This design comes from an exercise in tuning for small area, a short achievable clock period and few clock cycles per item on the open sky130 flow, not from production work.
The RTL was checked by simulation tests, not by an equivalence proof against the original design.
Power figures rest on the tool's default switching activity, not on a simulated workload.

## flow/run.sh

```bash
#!/bin/bash
# synth_recipe.tcl (not shown) runs the flow's synth.tcl, then flattens the netlist and writes it again
# the make line also repeats each setting of config.mk as NAME=value (left out here)
make -C /OpenROAD-flow-scripts/flow DESIGN_CONFIG=/design/flow/config.mk WORK_HOME=/design/flow/orfs CLKGATE_MAP_FILE= SYNTH_SCRIPT=/design/flow/synth_recipe.tcl finish
```

## flow/constraint.sdc

```tcl
create_clock -name core_clock -period 7.0 [get_ports {clk}]
set_input_delay 1.4000 -clock core_clock [delete_from_list [all_inputs] [get_ports {clk}]]
set_output_delay 1.4000 -clock core_clock [all_outputs]
set_load 0.01 [all_outputs]
```

## flow/design.v

```verilog
module adder(	
	input signed [2 * 9 - 1 : 0] dataa,
	input signed [2 * 9 - 1 : 0] datab,
	output signed [2 * 9 - 1 : 0] dataout
);
assign dataout = dataa + datab;
endmodule
module multiplier(
	input signed [9 - 1 : 0] dataa,
	input signed [2 * 9 - 1 : 0] datab,
	output signed [2 * 9 - 1 : 0] dataout
);
assign dataout = dataa * datab;
endmodule
module eq2 (
X,
out
  );
	input wire signed [2 * 9 - 1:0] X;
	wire signed [2 * 9 - 1:0] Xplus1;
	wire signed [2 * 9 - 1:0] Xminus1;
	wire signed [2 * 9 - 1:0] Xplus;
	wire signed [2 * 9 - 1:0] Xminus;
	output wire signed [2 * 9 - 1:0] out;
	assign Xplus1 = X + {{(2 * 9 - 1){1'b0}}, 1'b1};
	assign Xminus1 = X - {{(2 * 9 - 1){1'b0}}, 1'b1};	
	assign Xplus = (Xplus1[2 * 9 - 1])?(~Xplus1+{{(2 * 9 - 1){1'b0}}, 1'b1}):Xplus1;
	assign Xminus =  (Xminus1[2 * 9 - 1])?(~Xminus1+{{(2 * 9 - 1){1'b0}}, 1'b1}):Xminus1;
	assign out = (Xplus - Xminus) >>> {{(2 * 9-1){1'b0}}, 1'b1};
endmodule
module eq1oneunit(
clk,
rst,
A1, A2, A3, A4, A5, A6, A7, A8, A9,
B1, B2, B3, B4, B5, B6, B7, B8, B9,
U1, U2, U3, U4, U5, U6, U7, U8, U9,
Y1, Y2, Y3, Y4, Y5, Y6, Y7, Y8, Y9,
I,
fin_flag,
counter_flag,
out
);
	input wire clk;
	input wire rst;
	input wire signed [9 - 1:0] A1, A2, A3, A4, A5, A6, A7, A8, A9;
	input wire signed [9 - 1:0] B1, B2, B3, B4, B5, B6, B7, B8, B9;
	input wire signed [9 - 1:0] U1, U2, U3, U4, U5, U6, U7, U8, U9;
	input wire signed [2 * 9 - 1:0] Y1, Y2, Y3, Y4, Y5, Y6, Y7, Y8, Y9;
	input wire signed [9 - 1:0] I;
	output wire fin_flag;
	output wire counter_flag;	
	output reg signed [2 * 9 - 1:0] out;
	reg signed [2 * 9 - 1:0] outY;
	reg signed [2 * 9 - 1:0] adda;
	reg signed [2 * 9 - 1:0] addb;
	wire signed [2 * 9 - 1:0] data_out;
	reg signed [9 - 1 : 0] dataa;
	reg signed [2 * 9 - 1:0] datab;
	wire signed [2 * 9 - 1:0] mult_out;
	reg signed [2 * 9 - 1:0] sum;
	wire signed [2 * 9 - 1:0] add_out;
	reg flag;
	reg c_flag;
	reg [4:0] counter;
assign fin_flag = flag;
assign counter_flag = c_flag;
always @ (posedge clk)
begin
	if (rst) begin
		out <= {(2 * 9){1'b0}};
		sum <= {(2 * 9){1'b0}};
		flag <= 1'b1;
		c_flag <= 1'b0;
		counter = 5'b11111;
	end else begin
	if (counter == 5'b11111) begin 
		    out <= data_out;
		    c_flag <= 1'b0;
	end else if (counter == 5'b00000) begin
			flag <= 1'b0;
			dataa <= A1;			
			datab <= Y1;
			sum <= {(2 * 9){1'b0}};
	end else if (counter == 5'b00001) begin
			dataa <= A2;			
			datab <= Y2;
			sum <= add_out;
	end else if (counter == 5'b00010) begin
			dataa <= A3;			
			datab <= Y3;
			sum <= add_out;
	end else if (counter == 5'b00011) begin
			dataa <= A4;			
			datab <= Y4;
			sum <= add_out;
	end else if (counter == 5'b00100) begin
			dataa <= A5;			
			datab <= Y5;
			sum <= add_out;
	end else if (counter == 5'b00101) begin
			dataa <= A6;			
			datab <= Y6;
			sum <= add_out;
	end else if (counter == 5'b00110) begin
			dataa <= A7;			
			datab <= Y7;
			sum <= add_out;
	end else if (counter == 5'b00111) begin
			dataa <= A8;			
			datab <= Y8;
			sum <= add_out;
	end else if (counter == 5'b01000) begin
			dataa <= A9;			
			datab <= Y9;
			sum <= add_out;
	end else if (counter == 5'b01001) begin
			outY <= add_out;
			dataa <= B1;			
			datab <= U1;
			sum <= {(2 * 9){1'b0}};
	end else if (counter == 5'b01010) begin
			dataa <= B2;			
			datab <= U2;	
			sum <= add_out;
	end else if (counter == 5'b01011) begin
			dataa <= B3;			
			datab <= U3;
			sum <= add_out;
	end else if (counter == 5'b01100) begin
			dataa <= B4;			
			datab <= U4;
			sum <= add_out;
	end else if (counter == 5'b01101) begin
			dataa <= B5;			
			datab <= U5;
			sum <= add_out;
	end else if (counter == 5'b01110) begin
			dataa <= B6;			
			datab <= U6;
			sum <= add_out;
	end else if (counter == 5'b01111) begin
			dataa <= B7;			
			datab <= U7;
			sum <= add_out;
	end else if (counter == 5'b10000) begin
			dataa <= B8;			
			datab <= U8;
			sum <= add_out;
	end else if (counter == 5'b10001) begin
			dataa <= B9;			
			datab <= U9;
			sum <= add_out;
	end else if (counter == 5'b10010) begin
			adda <= outY;
			addb <= add_out;
	end else if (counter == 5'b10011) begin
			adda <= I;
			addb <= data_out;
			c_flag <= 1'b1;
			flag <= 1'b1;
			counter = 5'b11110;
	end
	counter = counter + 5'b1;
	end
end
multiplier u1(
.dataa(dataa[9 - 1:0]),
.datab(datab[2 * 9 - 1:0]),
.dataout(mult_out[2 * 9 - 1:0])
);
adder u2(
.dataa(mult_out[2 * 9 - 1:0]),
.datab(sum[2 * 9 - 1:0]),
.dataout(add_out[2 * 9 - 1:0])
);
adder u3(
.dataa(adda[2 * 9 - 1:0]),
.datab(addb[2 * 9 - 1:0]),
.dataout(data_out[2 * 9 - 1:0])
);
endmodule
module onebyone (
A1, A2, A3, A4, A5, A6, A7, A8, A9,
B1, B2, B3, B4, B5, B6, B7, B8, B9,
U1, U2, U3, U4, U5, U6, U7, U8, U9,
Y1, Y2, Y3, Y4, Y5, Y6, Y7, Y8, Y9,
I,
clk,
rst,
X,
Xout,
Yout,
fin_flag,
counter_flag
  );
	input wire signed [9 - 1:0] A1, A2, A3, A4, A5, A6, A7, A8, A9;
	input wire signed [9 - 1:0] B1, B2, B3, B4, B5, B6, B7, B8, B9;
	input wire signed [9 - 1:0] U1, U2, U3, U4, U5, U6, U7, U8, U9;
	input wire signed [2 * 9 - 1:0] Y1, Y2, Y3, Y4, Y5, Y6, Y7, Y8, Y9;
	input wire signed [9 - 1:0] I;
	input wire clk;
	input wire rst;
	input wire signed [2 * 9 - 1:0] X;
	output wire signed [2 * 9 - 1:0] Xout;
	output wire signed [2 * 9 - 1:0] Yout;
	output wire fin_flag;
	output wire counter_flag;
eq1oneunit u1(
.A1(A1[9 - 1:0]),
.A2(A2[9 - 1:0]),
.A3(A3[9 - 1:0]),
.A4(A4[9 - 1:0]),
.A5(A5[9 - 1:0]),
.A6(A6[9 - 1:0]),
.A7(A7[9 - 1:0]),
.A8(A8[9 - 1:0]),
.A9(A9[9 - 1:0]),
.B1(B1[9 - 1:0]),
.B2(B2[9 - 1:0]),
.B3(B3[9 - 1:0]),
.B4(B4[9 - 1:0]),
.B5(B5[9 - 1:0]),
.B6(B6[9 - 1:0]),
.B7(B7[9 - 1:0]),
.B8(B8[9 - 1:0]),
.B9(B9[9 - 1:0]),
.U1(U1[9 - 1:0]),
.U2(U2[9 - 1:0]),
.U3(U3[9 - 1:0]),
.U4(U4[9 - 1:0]),
.U5(U5[9 - 1:0]),
.U6(U6[9 - 1:0]),
.U7(U7[9 - 1:0]),
.U8(U8[9 - 1:0]),
.U9(U9[9 - 1:0]),
.Y1(Y1[2 * 9 - 1:0]),
.Y2(Y2[2 * 9 - 1:0]),
.Y3(Y3[2 * 9 - 1:0]),
.Y4(Y4[2 * 9 - 1:0]),
.Y5(Y5[2 * 9 - 1:0]),
.Y6(Y6[2 * 9 - 1:0]),
.Y7(Y7[2 * 9 - 1:0]),
.Y8(Y8[2 * 9 - 1:0]),
.Y9(Y9[2 * 9 - 1:0]),
.I(I[9 - 1:0]),
.clk(clk),
.rst(rst),
.fin_flag(fin_flag),
.counter_flag(counter_flag),
.out(Xout[2 * 9 - 1:0])
);
eq2 u2(
.X(X[2 * 9 - 1:0]),
.out(Yout[2 * 9 - 1:0])
);
endmodule
module fourbyfour (
A1, A2, A3, A4, A5, A6, A7, A8, A9,
B1, B2, B3, B4, B5, B6, B7, B8, B9,
U1_in, U2_in, U3_in, U4_in, U5_in, U6_in, U7_in, U8_in, U9_in, U10_in, U11_in, U12_in, U13_in, U14_in, U15_in, U16_in,
I,
Initial_X_in,
clk,
rst,
done,
Y1_out, Y2_out, Y3_out, Y4_out, Y5_out, Y6_out, Y7_out, Y8_out, Y9_out, Y10_out, Y11_out, Y12_out, Y13_out, Y14_out, Y15_out, Y16_out
  );
	input wire clk;
	input wire rst;
	output reg done;
	input wire signed [9 - 1:0] A1, A2, A3, A4, A5, A6, A7, A8, A9;
	input wire signed [9 - 1:0] B1, B2, B3, B4, B5, B6, B7, B8, B9;
	input wire signed [9 - 1:0] U1_in, U2_in, U3_in, U4_in, U5_in, U6_in, U7_in, U8_in, U9_in, U10_in, U11_in, U12_in, U13_in, U14_in, U15_in, U16_in;
	input wire signed [9 - 1:0] I;
	input wire signed [2 * 9 - 1:0] Initial_X_in;
	wire fin_flag;
	wire counter_flag;
	reg signed [9 - 1:0] U1, U2, U3, U4, U5, U6, U7, U8, U9;
	reg signed [2 * 9 - 1:0] X1_in, X2_in, X3_in, X4_in, X5_in, X6_in, X7_in;
	reg signed [2 * 9 - 1:0] X8_in, X9_in, X10_in, X11_in, X12_in, X13_in, X14_in, X15_in, X16_in;
	reg signed [2 * 9 - 1:0] X;
	reg signed [2 * 9 - 1:0] Y1_in, Y2_in, Y3_in, Y4_in, Y5_in, Y6_in, Y7_in;
	reg signed [2 * 9 - 1:0] Y8_in, Y9_in, Y10_in, Y11_in, Y12_in, Y13_in, Y14_in, Y15_in, Y16_in;
	reg signed [2 * 9 - 1:0] Y1, Y2, Y3, Y4, Y5, Y6, Y7, Y8, Y9;
	reg [4 - 1:0] counter;
	wire signed [2 * 9 - 1:0] X_onebyoneout;
	wire signed [2 * 9 - 1:0] Y_onebyoneout;
	reg initial_flag;
	reg signed [2 * 9 - 1:0] X1_next, X2_next, X3_next, X4_next, X5_next, X6_next;
	reg signed [2 * 9 - 1:0] X7_next, X8_next, X9_next, X10_next, X11_next, X12_next, X13_next;
	reg signed [2 * 9 - 1:0] X14_next, X15_next, X16_next;	
	reg signed [2 * 9 - 1:0] Y1_next, Y2_next, Y3_next, Y4_next, Y5_next, Y6_next;
	reg signed [2 * 9 - 1:0] Y7_next, Y8_next, Y9_next, Y10_next, Y11_next, Y12_next, Y13_next;
	reg signed [2 * 9 - 1:0] Y14_next, Y15_next, Y16_next;
	output wire signed [2 * 9 - 1:0] Y1_out, Y2_out, Y3_out, Y4_out, Y5_out, Y6_out, Y7_out, Y8_out, Y9_out, Y10_out, Y11_out, Y12_out, Y13_out, Y14_out, Y15_out, Y16_out;
assign Y1_out = Y1_next;assign Y2_out = Y2_next;assign Y3_out = Y3_next;assign Y4_out = Y4_next;assign Y5_out = Y5_next;assign Y6_out = Y6_next;assign Y7_out = Y7_next;
assign Y8_out = Y8_next;assign Y9_out = Y9_next;assign Y10_out = Y10_next;assign Y11_out = Y11_next;assign Y12_out = Y12_next;assign Y13_out = Y13_next;
assign Y14_out = Y14_next;assign Y15_out = Y15_next;assign Y16_out = Y16_next;
always  @ (posedge clk)
begin
  if (rst) begin
	counter = 4'b0;
	initial_flag = 1'b1;
	done <= 1'b0;
	X1_in = {(2 * 9){1'b0}};
	X2_in = {(2 * 9){1'b0}};
	X3_in = {(2 * 9){1'b0}};
	X4_in = {(2 * 9){1'b0}};
	X5_in = {(2 * 9){1'b0}};
	X6_in = {(2 * 9){1'b0}};
	X7_in = {(2 * 9){1'b0}};
	X8_in = {(2 * 9){1'b0}};
	X9_in = {(2 * 9){1'b0}};
	X10_in = {(2 * 9){1'b0}};
	X11_in = {(2 * 9){1'b0}};
	X12_in = {(2 * 9){1'b0}};
	X13_in = {(2 * 9){1'b0}};
	X14_in = {(2 * 9){1'b0}};
	X15_in = {(2 * 9){1'b0}};
	X16_in = {(2 * 9){1'b0}};
	X1_next = {(2 * 9){1'b0}};
	X2_next = {(2 * 9){1'b0}};
	X3_next = {(2 * 9){1'b0}};
	X4_next = {(2 * 9){1'b0}};
	X5_next = {(2 * 9){1'b0}};
	X6_next = {(2 * 9){1'b0}};
	X7_next = {(2 * 9){1'b0}};
	X8_next = {(2 * 9){1'b0}};
	X9_next = {(2 * 9){1'b0}};
	X10_next = {(2 * 9){1'b0}};
	X11_next = {(2 * 9){1'b0}};
	X12_next = {(2 * 9){1'b0}};
	X13_next = {(2 * 9){1'b0}};
	X14_next = {(2 * 9){1'b0}};
	X15_next = {(2 * 9){1'b0}};
	X16_next = {(2 * 9){1'b0}};
	Y1_in = {(2 * 9){1'b0}};
	Y2_in = {(2 * 9){1'b0}};
	Y3_in = {(2 * 9){1'b0}};
	Y4_in = {(2 * 9){1'b0}};
	Y5_in = {(2 * 9){1'b0}};
	Y6_in = {(2 * 9){1'b0}};
	Y7_in = {(2 * 9){1'b0}};
	Y8_in = {(2 * 9){1'b0}};
	Y9_in = {(2 * 9){1'b0}};
	Y10_in = {(2 * 9){1'b0}};
	Y11_in = {(2 * 9){1'b0}};
	Y12_in = {(2 * 9){1'b0}};
	Y13_in = {(2 * 9){1'b0}};
	Y14_in = {(2 * 9){1'b0}};
	Y15_in = {(2 * 9){1'b0}};
	Y16_in = {(2 * 9){1'b0}};
	Y1_next = {(2 * 9){1'b0}};
	Y2_next = {(2 * 9){1'b0}};
	Y3_next = {(2 * 9){1'b0}};
	Y4_next = {(2 * 9){1'b0}};
	Y5_next = {(2 * 9){1'b0}};
	Y6_next = {(2 * 9){1'b0}};
	Y7_next = {(2 * 9){1'b0}};
	Y8_next = {(2 * 9){1'b0}};
	Y9_next = {(2 * 9){1'b0}};
	Y10_next = {(2 * 9){1'b0}};
	Y11_next = {(2 * 9){1'b0}};
	Y12_next = {(2 * 9){1'b0}};
	Y13_next = {(2 * 9){1'b0}};
	Y14_next = {(2 * 9){1'b0}};
	Y15_next = {(2 * 9){1'b0}};
	Y16_next = {(2 * 9){1'b0}};
  end else begin
  done <= (fin_flag == 1'b1) && (counter_flag == 1'b0) && (counter == 4'b0) && (initial_flag == 1'b0);
  if (fin_flag == 1'b1) begin
  	if(counter_flag == 1) begin
		counter = counter + 4'b1;
	end
  if (counter == 4'b0000) begin  
	if (initial_flag == 1'b0) begin
		Y16_next = Y_onebyoneout;
		X16_next = X_onebyoneout;
		Y1_in = Y1_next;
		Y2_in = Y2_next;
		Y3_in = Y3_next;
		Y4_in = Y4_next;
		Y5_in = Y5_next;
		Y6_in = Y6_next;
		Y7_in = Y7_next;
		Y8_in = Y8_next;
		Y9_in = Y9_next;
		Y10_in = Y10_next;
		Y11_in = Y11_next;
		Y12_in = Y12_next;
		Y13_in = Y13_next;
		Y14_in = Y14_next;
		Y15_in = Y15_next;
		Y16_in = Y16_next;
		X1_in = X1_next;
		X2_in = X2_next;
		X3_in = X3_next;
		X4_in = X4_next;
		X5_in = X5_next;
		X6_in = X6_next;
		X7_in = X7_next;
		X8_in = X8_next;
		X9_in = X9_next;
		X10_in = X10_next;
		X11_in = X11_next;
		X12_in = X12_next;
		X13_in = X13_next;
		X14_in = X14_next;
		X15_in = X15_next;
		X16_in = X16_next;
	end else begin
		X1_in = Initial_X_in;
		X2_in = Initial_X_in;
		X3_in = Initial_X_in;
		X4_in = Initial_X_in;
		X5_in = Initial_X_in;
		X6_in = Initial_X_in;
		X7_in = Initial_X_in;
		X8_in = Initial_X_in;
		X9_in = Initial_X_in;
		X10_in = Initial_X_in;
		X11_in = Initial_X_in;
		X12_in = Initial_X_in;
		X13_in = Initial_X_in;
		X14_in = Initial_X_in;
		X15_in = Initial_X_in;
		X16_in = Initial_X_in;
	end
    U1 <= 9'b0;
	U2 <= 9'b0;
	U3 <= 9'b0;
	U4 <= 9'b0;
	U5 <= U1_in;
	U6 <= U2_in;
	U7 <= 9'b0;
	U8 <= U5_in;
	U9 <= U6_in;
   if(counter_flag == 0) begin 
		X  <= X1_in;
	end	
    Y1 <= {(2 * 9){1'b0}};
    Y2 <= {(2 * 9){1'b0}};
    Y3 <= {(2 * 9){1'b0}};
    Y4 <= {(2 * 9){1'b0}};
    Y5 <= Y1_in;
    Y6 <= Y2_in;
    Y7 <= {(2 * 9){1'b0}};
    Y8 <= Y5_in;
    Y9 <= Y6_in;   
  end else if (counter == 4'b0001) begin  
    Y1_next <= Y_onebyoneout; 
    X1_next <= X_onebyoneout;
    U1 <= 9'b0;
    U2 <= 9'b0;
    U3 <= 9'b0;
    U4 <= U1_in;
    U5 <= U2_in;
    U6 <= U3_in;
    U7 <= U5_in;
    U8 <= U6_in;
    U9 <= U7_in;
   if(counter_flag == 0) begin     
 	X  <= X2_in;
	end
    Y1 <= {(2 * 9){1'b0}};
    Y2 <= {(2 * 9){1'b0}};
    Y3 <= {(2 * 9){1'b0}};
    Y4 <= Y1_in;
    Y5 <= Y2_in;
    Y6 <= Y3_in;
    Y7 <= Y5_in;
    Y8 <= Y6_in;
    Y9 <= Y7_in; 
  end else if (counter == 4'b0010) begin  
    Y2_next <= Y_onebyoneout; 
    X2_next <= X_onebyoneout;
    U1 <= 9'b0;
    U2 <= 9'b0;
    U3 <= 9'b0;
    U4 <= U2_in;
    U5 <= U3_in;
    U6 <= U4_in;
    U7 <= U6_in;
    U8 <= U7_in;
    U9 <= U8_in;
   if(counter_flag == 0) begin 
 	X  <= X3_in;
	end
    Y1 <= {(2 * 9){1'b0}};
    Y2 <= {(2 * 9){1'b0}};
    Y3 <= {(2 * 9){1'b0}};
    Y4 <= Y2_in;
    Y5 <= Y3_in;
    Y6 <= Y4_in;
    Y7 <= Y6_in;
    Y8 <= Y7_in;
    Y9 <= Y8_in;
  end else if (counter == 4'b0011) begin  
    Y3_next <= Y_onebyoneout;
    X3_next <= X_onebyoneout;
    U1 <= 9'b0;
    U2 <= 9'b0;
    U3 <= 9'b0;
    U4 <= U3_in;
    U5 <= U4_in;
    U6 <= 9'b0;
    U7 <= U7_in;
    U8 <= U8_in;
    U9 <= 9'b0;
   if(counter_flag == 0) begin 
 	X  <= X4_in;
 	end    
    Y1 <= {(2 * 9){1'b0}};
    Y2 <= {(2 * 9){1'b0}};
    Y3 <= {(2 * 9){1'b0}};
    Y4 <= Y3_in;
    Y5 <= Y4_in;
    Y6 <= {(2 * 9){1'b0}};
    Y7 <= Y7_in;
    Y8 <= Y8_in;
    Y9 <= {(2 * 9){1'b0}};
  end else if (counter == 4'b0100) begin  
    Y4_next <= Y_onebyoneout;
    X4_next <= X_onebyoneout;
    U1 <= 9'b0;
    U2 <= U1_in;
    U3 <= U2_in;
    U4 <= 9'b0;
    U5 <= U5_in;
    U6 <= U6_in;
    U7 <= 9'b0;
    U8 <= U9_in;
    U9 <= U10_in;
   if(counter_flag == 0) begin     
 	X  <= X5_in;
 	end    
    Y1 <= {(2 * 9){1'b0}};
    Y2 <= Y1_in;
    Y3 <= Y2_in;
    Y4 <= {(2 * 9){1'b0}};
    Y5 <= Y5_in;
    Y6 <= Y6_in;
    Y7 <= {(2 * 9){1'b0}};
    Y8 <= Y9_in;
    Y9 <= Y10_in;
  end else if (counter == 4'b0101) begin  
    Y5_next <= Y_onebyoneout;  
    X5_next <= X_onebyoneout;
    U1 <= U1_in;
    U2 <= U2_in;
    U3 <= U3_in;
    U4 <= U5_in;
    U5 <= U6_in;
    U6 <= U7_in;
    U7 <= U9_in;
    U8 <= U10_in;
    U9 <= U11_in;
   if(counter_flag == 0) begin 
 	X  <= X6_in;
	end
    Y1 <= Y1_in;
    Y2 <= Y2_in;
    Y3 <= Y3_in;
    Y4 <= Y5_in;
    Y5 <= Y6_in;
    Y6 <= Y7_in;
    Y7 <= Y9_in;
    Y8 <= Y10_in;
    Y9 <= Y11_in;
  end else if (counter == 4'b0110) begin  
    Y6_next <= Y_onebyoneout;
    X6_next <= X_onebyoneout;
    U1 <= U2_in;
    U2 <= U3_in;
    U3 <= U4_in;
    U4 <= U6_in;
    U5 <= U7_in;
    U6 <= U8_in;
    U7 <= U10_in;
    U8 <= U11_in;
    U9 <= U12_in;
   if(counter_flag == 0) begin 
 	X  <= X7_in;
 	end    
    Y1 <= Y2_in;
    Y2 <= Y3_in;
    Y3 <= Y4_in;
    Y4 <= Y6_in;
    Y5 <= Y7_in;
    Y6 <= Y8_in;
    Y7 <= Y10_in;
    Y8 <= Y11_in;
    Y9 <= Y12_in;
  end else if (counter == 4'b0111) begin  
    Y7_next <= Y_onebyoneout;
    X7_next <= X_onebyoneout;
    U1 <= U3_in;
    U2 <= U4_in;
    U3 <= 9'b0;
    U4 <= U7_in;
    U5 <= U8_in;
    U6 <= 9'b0;
    U7 <= U11_in;
    U8 <= U12_in;
    U9 <= 9'b0;
   if(counter_flag == 0) begin 
 	X  <= X8_in;
   end
    Y1 <= Y3_in;
    Y2 <= Y4_in;
    Y3 <= {(2 * 9){1'b0}};
    Y4 <= Y7_in;
    Y5 <= Y8_in;
    Y6 <= {(2 * 9){1'b0}};
    Y7 <= Y11_in;
    Y8 <= Y12_in;
    Y9 <= {(2 * 9){1'b0}};
  end else if (counter == 4'b1000) begin  
    Y8_next <= Y_onebyoneout;
    X8_next <= X_onebyoneout;
    U1 <= 9'b0;
    U2 <= U5_in;
    U3 <= U6_in;
    U4 <= 9'b0;
    U5 <= U9_in;
    U6 <= U10_in;
    U7 <= 9'b0;
    U8 <= U13_in;
    U9 <= U14_in;
   if(counter_flag == 0) begin 
 	X  <= X9_in;
 	end    
    Y1 <= {(2 * 9){1'b0}};
    Y2 <= Y5_in;
    Y3 <= Y6_in;
    Y4 <= {(2 * 9){1'b0}};
    Y5 <= Y9_in;
    Y6 <= Y10_in;
    Y7 <= {(2 * 9){1'b0}};
    Y8 <= Y13_in;
    Y9 <= Y14_in;
  end else if (counter == 4'b1001) begin  
    Y9_next <= Y_onebyoneout;
    X9_next <= X_onebyoneout;
    U1 <= U5_in;
    U2 <= U6_in;
    U3 <= U7_in;
    U4 <= U9_in;
    U5 <= U10_in;
    U6 <= U11_in;
    U7 <= U13_in;
    U8 <= U14_in;
    U9 <= U15_in;
   if(counter_flag == 0) begin 
 	X  <= X10_in;
 	end 
    Y1 <= Y5_in;
    Y2 <= Y6_in;
    Y3 <= Y7_in;
    Y4 <= Y9_in;
    Y5 <= Y10_in;
    Y6 <= Y11_in;
    Y7 <= Y13_in;
    Y8 <= Y14_in;
    Y9 <= Y15_in;
  end else if (counter == 4'b1010) begin  
    Y10_next <= Y_onebyoneout;
    X10_next <= X_onebyoneout;
    U1 <= U6_in;
    U2 <= U7_in;
    U3 <= U8_in;
    U4 <= U10_in;
    U5 <= U11_in;
    U6 <= U12_in;
    U7 <= U14_in;
    U8 <= U15_in;
    U9 <= U16_in;
   if(counter_flag == 0) begin 
 	X  <= X11_in;
 	end  
    Y1 <= Y6_in;
    Y2 <= Y7_in;
    Y3 <= Y8_in;
    Y4 <= Y10_in;
    Y5 <= Y11_in;
    Y6 <= Y12_in;
    Y7 <= Y14_in;
    Y8 <= Y15_in;
    Y9 <= Y16_in;
  end else if (counter == 4'b1011) begin  
    Y11_next <= Y_onebyoneout;
    X11_next <= X_onebyoneout;
    U1 <= U7_in;
    U2 <= U8_in;
    U3 <= 9'b0;
    U4 <= U11_in;
    U5 <= U12_in;
    U6 <= 9'b0;
    U7 <= U15_in;
    U8 <= U16_in;
    U9 <= 9'b0;
   if(counter_flag == 0) begin 
 	X  <= X12_in;
 	end    
    Y1 <= Y7_in;
    Y2 <= Y8_in;
    Y3 <= {(2 * 9){1'b0}};
    Y4 <= Y11_in;
    Y5 <= Y12_in;
    Y6 <= {(2 * 9){1'b0}};
    Y7 <= Y15_in;
    Y8 <= Y16_in;
    Y9 <= {(2 * 9){1'b0}};
  end else if (counter == 4'b1100) begin  
    Y12_next <= Y_onebyoneout;
    X12_next <= X_onebyoneout;
    U1 <= 9'b0;
    U2 <= U9_in;
    U3 <= U10_in;
    U4 <= 9'b0;
    U5 <= U13_in;
    U6 <= U14_in;
    U7 <= 9'b0;
    U8 <= 9'b0;
    U9 <= 9'b0;
   if(counter_flag == 0) begin 
 	X  <= X13_in;
 	end    
    Y1 <= {(2 * 9){1'b0}};
    Y2 <= Y9_in;
    Y3 <= Y10_in;
    Y4 <= {(2 * 9){1'b0}};
    Y5 <= Y13_in;
    Y6 <= Y14_in;
    Y7 <= {(2 * 9){1'b0}};
    Y8 <= {(2 * 9){1'b0}};
    Y9 <= {(2 * 9){1'b0}};
  end else if (counter == 4'b1101) begin  
    Y13_next <= Y_onebyoneout;
    X13_next <= X_onebyoneout;
    U1 <= U9_in;
    U2 <= U10_in;
    U3 <= U11_in;
    U4 <= U13_in;
    U5 <= U14_in;
    U6 <= U15_in;
    U7 <= 9'b0;
    U8 <= 9'b0;
    U9 <= 9'b0;
   if(counter_flag == 0) begin 
 	X  <= X14_in;
 	end    
    Y1 <= Y9_in;
    Y2 <= Y10_in;
    Y3 <= Y11_in;
    Y4 <= Y13_in;
    Y5 <= Y14_in;
    Y6 <= Y15_in;
    Y7 <= {(2 * 9){1'b0}};
    Y8 <= {(2 * 9){1'b0}};
    Y9 <= {(2 * 9){1'b0}};
  end else if (counter == 4'b1110) begin  
    Y14_next <= Y_onebyoneout;
    X14_next <= X_onebyoneout;
    U1 <= U10_in;
    U2 <= U11_in;
    U3 <= U12_in;
    U4 <= U14_in;
    U5 <= U15_in;
    U6 <= U16_in;
    U7 <= 9'b0;
    U8 <= 9'b0;
    U9 <= 9'b0;
   if(counter_flag == 0) begin 
 	X  <= X15_in;
 	end    
    Y1 <= Y10_in;
    Y2 <= Y11_in;
    Y3 <= Y12_in;
    Y4 <= Y14_in;
    Y5 <= Y15_in;
    Y6 <= Y16_in;
    Y7 <= {(2 * 9){1'b0}};
    Y8 <= {(2 * 9){1'b0}};
    Y9 <= {(2 * 9){1'b0}};
  end else if (counter == 4'b1111) begin  
	initial_flag = 1'b0;
    Y15_next <= Y_onebyoneout;
    X15_next <= X_onebyoneout;
    U1 <= U11_in;
    U2 <= U12_in;
    U3 <= 9'b0;
    U4 <= U15_in;
    U5 <= U16_in;
    U6 <= 9'b0;
    U7 <= 9'b0;
    U8 <= 9'b0;
    U9 <= 9'b0;
    if(counter_flag == 0) begin   
 	X  <= X16_in;
 	end
    Y1 <= Y11_in;
    Y2 <= Y12_in;
    Y3 <= 9'b0;
    Y4 <= Y15_in;
    Y5 <= Y16_in;
    Y6 <= {(2 * 9){1'b0}};
    Y7 <= {(2 * 9){1'b0}};
    Y8 <= {(2 * 9){1'b0}};
    Y9 <= {(2 * 9){1'b0}};
  end
  end
  end
end
onebyone u1(
.A1(A1[9 - 1:0]),
.A2(A2[9 - 1:0]),
.A3(A3[9 - 1:0]),
.A4(A4[9 - 1:0]),
.A5(A5[9 - 1:0]),
.A6(A6[9 - 1:0]),
.A7(A7[9 - 1:0]),
.A8(A8[9 - 1:0]),
.A9(A9[9 - 1:0]),
.B1(B1[9 - 1:0]),
.B2(B2[9 - 1:0]),
.B3(B3[9 - 1:0]),
.B4(B4[9 - 1:0]),
.B5(B5[9 - 1:0]),
.B6(B6[9 - 1:0]),
.B7(B7[9 - 1:0]),
.B8(B8[9 - 1:0]),
.B9(B9[9 - 1:0]),
.U1(U1[9 - 1:0]),
.U2(U2[9 - 1:0]),
.U3(U3[9 - 1:0]),
.U4(U4[9 - 1:0]),
.U5(U5[9 - 1:0]),
.U6(U6[9 - 1:0]),
.U7(U7[9 - 1:0]),
.U8(U8[9 - 1:0]),
.U9(U9[9 - 1:0]),
.Y1(Y1[2 * 9 - 1:0]),
.Y2(Y2[2 * 9 - 1:0]),
.Y3(Y3[2 * 9 - 1:0]),
.Y4(Y4[2 * 9 - 1:0]),
.Y5(Y5[2 * 9 - 1:0]),
.Y6(Y6[2 * 9 - 1:0]),
.Y7(Y7[2 * 9 - 1:0]),
.Y8(Y8[2 * 9 - 1:0]),
.Y9(Y9[2 * 9 - 1:0]),
.I(I[9 - 1:0]),
.clk(clk),
.rst(rst),
.fin_flag(fin_flag),
.counter_flag(counter_flag),
.Xout(X_onebyoneout[2 * 9 - 1:0]),
.Yout(Y_onebyoneout[2 * 9 - 1:0]),
.X(X[2 * 9 - 1:0])
);
endmodule
```

## flow/config.mk

```make
export PLATFORM = sky130hd
export DESIGN_NAME = fourbyfour
export DESIGN_NICKNAME = fourbyfour
export VERILOG_FILES = /design/flow/design.v
export SDC_FILE = /design/flow/constraint.sdc
export NUM_CORES = 4
export LEC_CHECK = 0
export CAP_MARGIN = 20
export CORE_MARGIN = 2
export CORE_UTILIZATION = 40
export SLEW_MARGIN = 20
```

==> results.txt <==
* Ys Warns at 2
* Setup violators final at 0
* R2R depth at 18
* CP endpoint kind: register
* DRC at 0
* Largest net degree at the start of global routing at 221
* GR Layer Usage met2 at 64.5%
* WP data required at 7.79 ns
* Max-cap violations at 0
* Multi-input gate area in the final layout at 0.0468 sq mm
* First-pass GRT wire length at 707,000 um
* Grt met1 use at 58.4%
* RR Endpoint: Y14_next[15]
* IO buf count at 623
* Worst Path Max Fanout at 16
* Sequential area share after synthesis at 39.2%
* Post-Syn Instances at 10,900
* Hold wc startpoint: X2_next[4]
* DRT antenna net count at 0
* Die Width at 461 um
* Final Net Count at 11,500
* # rows at 167
* Largest stage delay, worst path at 0.82 ns
* Clock Tree Buf Depth at 3
* Layout cells sized above 1 at 7.09%
* WP data arrival at 6.78 ns
* Reg2reg setup slack at 1.01 ns
* Area Overhead vs Synth at 18.2%
* Vias in the first global route at 87,100
* RR Startpoint: X[0]
* Worst Hold Endpoint: X2_next[4]
* RePlAce Congestion at 0.998
* Post-DR vias/cell at 6.82
* Worst skew pair latency at 0.91 ns
* Final Hold Vio Count at 0
* Clock-pin slew on the worst setup and hold paths at 0.06 ns
* Drt wl/cell at 37.4 um
* Grt ovf at 0
* Tcrit/Tclk final at 85.6%
* Core Region at 0.207 sq mm
* Crit path cell chain: ha_1 -> nand2_1 -> o21ai_0 -> o311ai_0 -> a211oi_1 -> nand2_1 -> a31oi_1 -> o21ai_0 -> xnor2_1 -> ha_1 -> o21ai_0 -> a2111oi_0 -> nor3_1 -> or3_1 -> o311ai_4 -> buf_4 -> nand2_1 -> a21oi_1
* Ys async rst share at 0%
* DR iter-0 viols at 16,500
* Top Ports at 624
* Post-place setup slack at 1.26 ns
* Root Driver: clkbuf_16
* WHS Path Cells at 2
* Hold buffers post-CTS at 0
* CTS tree: built
* Avg Inst Size Synth at 7.63 sq um
* Worst Hold Class: register to register
* Sequential cell area at 0.0327 sq mm
* Sink Count at 1,462
* Worst slew pin tran at 1.28 ns
* Die area at 0.212 sq mm
* Post-Syn Area at 0.0835 sq mm
* Count of cell types in the netlist at 92
* Die H at 461 um
* Top FF cell, synth: dfxtp_1
* Fin crit period at 5.99 ns
* Worst VDD drop at 0.520 mV
* Fin. max-slew vios at 0
* H-tree levels at 4
* Crit start category: register
* Pwr Density at 302 mW/mm^2
* Initial Utilization at 40.3%
* Setup bufs post-CTS at 0
* Number of fill cells at 20,400
* Leak at 35.4 nW
* Max_slew headroom at 14.8%
* Vias at 95,000
* Syn Nets at 11,500
* RSZ-0062 raised after global routing: no
* Final setup TNS at 0 ns
* CTS Buf Count at 169
* Gr busiest metal: met2
* Resize count post-CTS at 0
* Fmax at 167 MHz
* Setup slack after layout at 1.01 ns
* Outcome: no timing/DRC/antenna violations
* Antenna violations before repair at 62
* Worst clock skew at 0.0602 ns
* Total GRT Usage at 47.1%
* Slowest cell on the critical path: a2111oi_0
* Post-Route WL at 520,000 um
* HPWL Detailed at 340,000 um
* Flops & latches, synth at 1,462
* Grt met3 use at 17.7%
* Crit Path Category: register to register
* TritonRoute pass-1 iters at 12
* Post-synth EDFFs at 342
## worst max path at each step
stage | from | slack (ns) | to
after floorplan | rst | 0.37 | X[0]
after global placement | X[4] | 1.28 | Y14_next[15]
after detailed placement | X[4] | 1.26 | Y14_next[15]
after CTS | u1.u1.dataa[0] | 1.16 | u1.u1.addb[17]
after global routing | X[0] | 0.63 | Y6_next[15]
final | X[0] | 1.01 | Y14_next[15]
## critical path: cells and delay by family (launching register included)
kind / cells / cell delay (ns)
buffers and inverters: 1 / 0.37
xor gates and xnor gates: 1 / 0.18
adders and majority gates: 2 / 0.77
DFF: 1 / 0.64
and+or+nand+nor: 5 / 1.12
AOI/OAI and AO/OA: 9 / 2.84
## cell families after synthesis
kind of cell,after synthesis,share of synthesized area [%]
other,1,0.00449
and+or+nand+nor,3714,18.0
muxes,242,3.10
AOI/OAI and AO/OA,3960,29.1
buffers and inverters,1260,5.81
adders and majority gates,183,3.62
xor gates and xnor gates,121,1.27
DFF,1462,39.2
## layout make-up
| class | instances | area share (%) |
|---|---|---|
| Multi-Input combinational cell | 8221 | 47.5 |
| Sequential cell | 1462 | 33.1 |
| Timing Repair Buffer | 945 | 9.26 |
| Clock buffer | 243 | 4.99 |
| Tap cell | 2788 | 3.54 |
| Clock inverter | 69 | 0.898 |
| Inverter | 162 | 0.624 |
| Antenna cell | 32 | 0.0812 |
## cells in the final DEF (no fill, tap or decap), drive strengths merged, types with 209 or more instances in the layout
master / instances
clkdlybuf4s50: 622
edfxtp: 342
clkbuf: 244
nor2: 929
a21oi: 1758
mux2i: 209
buf: 322
nand2: 2306
dfxtp: 1120
o22ai: 222
o21ai: 599
a211oi: 441
## layer usage
metal / vias up / routed length [um]
li1: 39200 / -
met1: 45800 / 191000
met2: 7854 / 204000
met3: 2089 / 73800
met4: 48 / 51100
met5: - / 335
## per-stage QoR
stage | hold WS [ns] | utilization [%] | instance area, sq um | total power, mW | cells
CTS | 0.453 | 47.5 | 98600 | 29.4 | 13900
global placement | 0.441 | 44.7 | 92700 | 20.0 | 13600
detailed placement | 0.446 | 44.7 | 92700 | 20.1 | 13600
floorplan | 0.436 | - | 83500 | 15.9 | 10900
global route | 0.469 | 47.6 | 98600 | 30.8 | 13900
finish | 0.454 | 47.6 | 98700 | 29.8 | 13900
## power by group
part	switching [mW]	leakage (nW)	internal (mW)
combinational	7.07	20.1	3.47
sequential	0.503	12.5	9.31
clock	4.13	2.83	5.29
total	11.7	35.4	18.1
## cells in the mapped netlist (all sizes together) (91+ instances only)
cell type / number / area (sq um)
nor2: 929 / 3490
xnor2: 91 / 797
inv: 160 / 601
fa: 97 / 1940
a22oi: 191 / 1430
edfxtp: 342 / 10300
nand3: 151 / 806
buf: 141 / 646
a21oi: 1758 / 8810
o22ai: 222 / 1390
o221ai: 112 / 981
dfxtp: 1120 / 22400
clkbuf: 957 / 3590
a211oi: 441 / 3320
o21ai: 599 / 3000
mux2i: 209 / 2090
nand2: 2306 / 8660

re-timing with driven ports:
The flow's constraints put no driver on any port. The routed layout listed below was extracted and timed again, unchanged, in two steps.
Step 1 assumes that a clkbuf_16 drives the clock port and a buf_2 every other input.
Step 2 also shifts input and output timing later by t, the mid clock arrival at the registers, as if the neighbouring blocks saw the same clock.
Three values: no drivers, after step 1, after step 2; two values: the first two.
t (ns): 0.976
slack for setup (ns): 1.011 / 1.011 / 1.011
worst slew at a driven data input, ns: 0.21
cell pins on the clock port's net: 1
After both steps this run still meets setup and hold. The setup slack of this run moves by 0.000 ns with the drivers and by 0.000 ns with both steps.
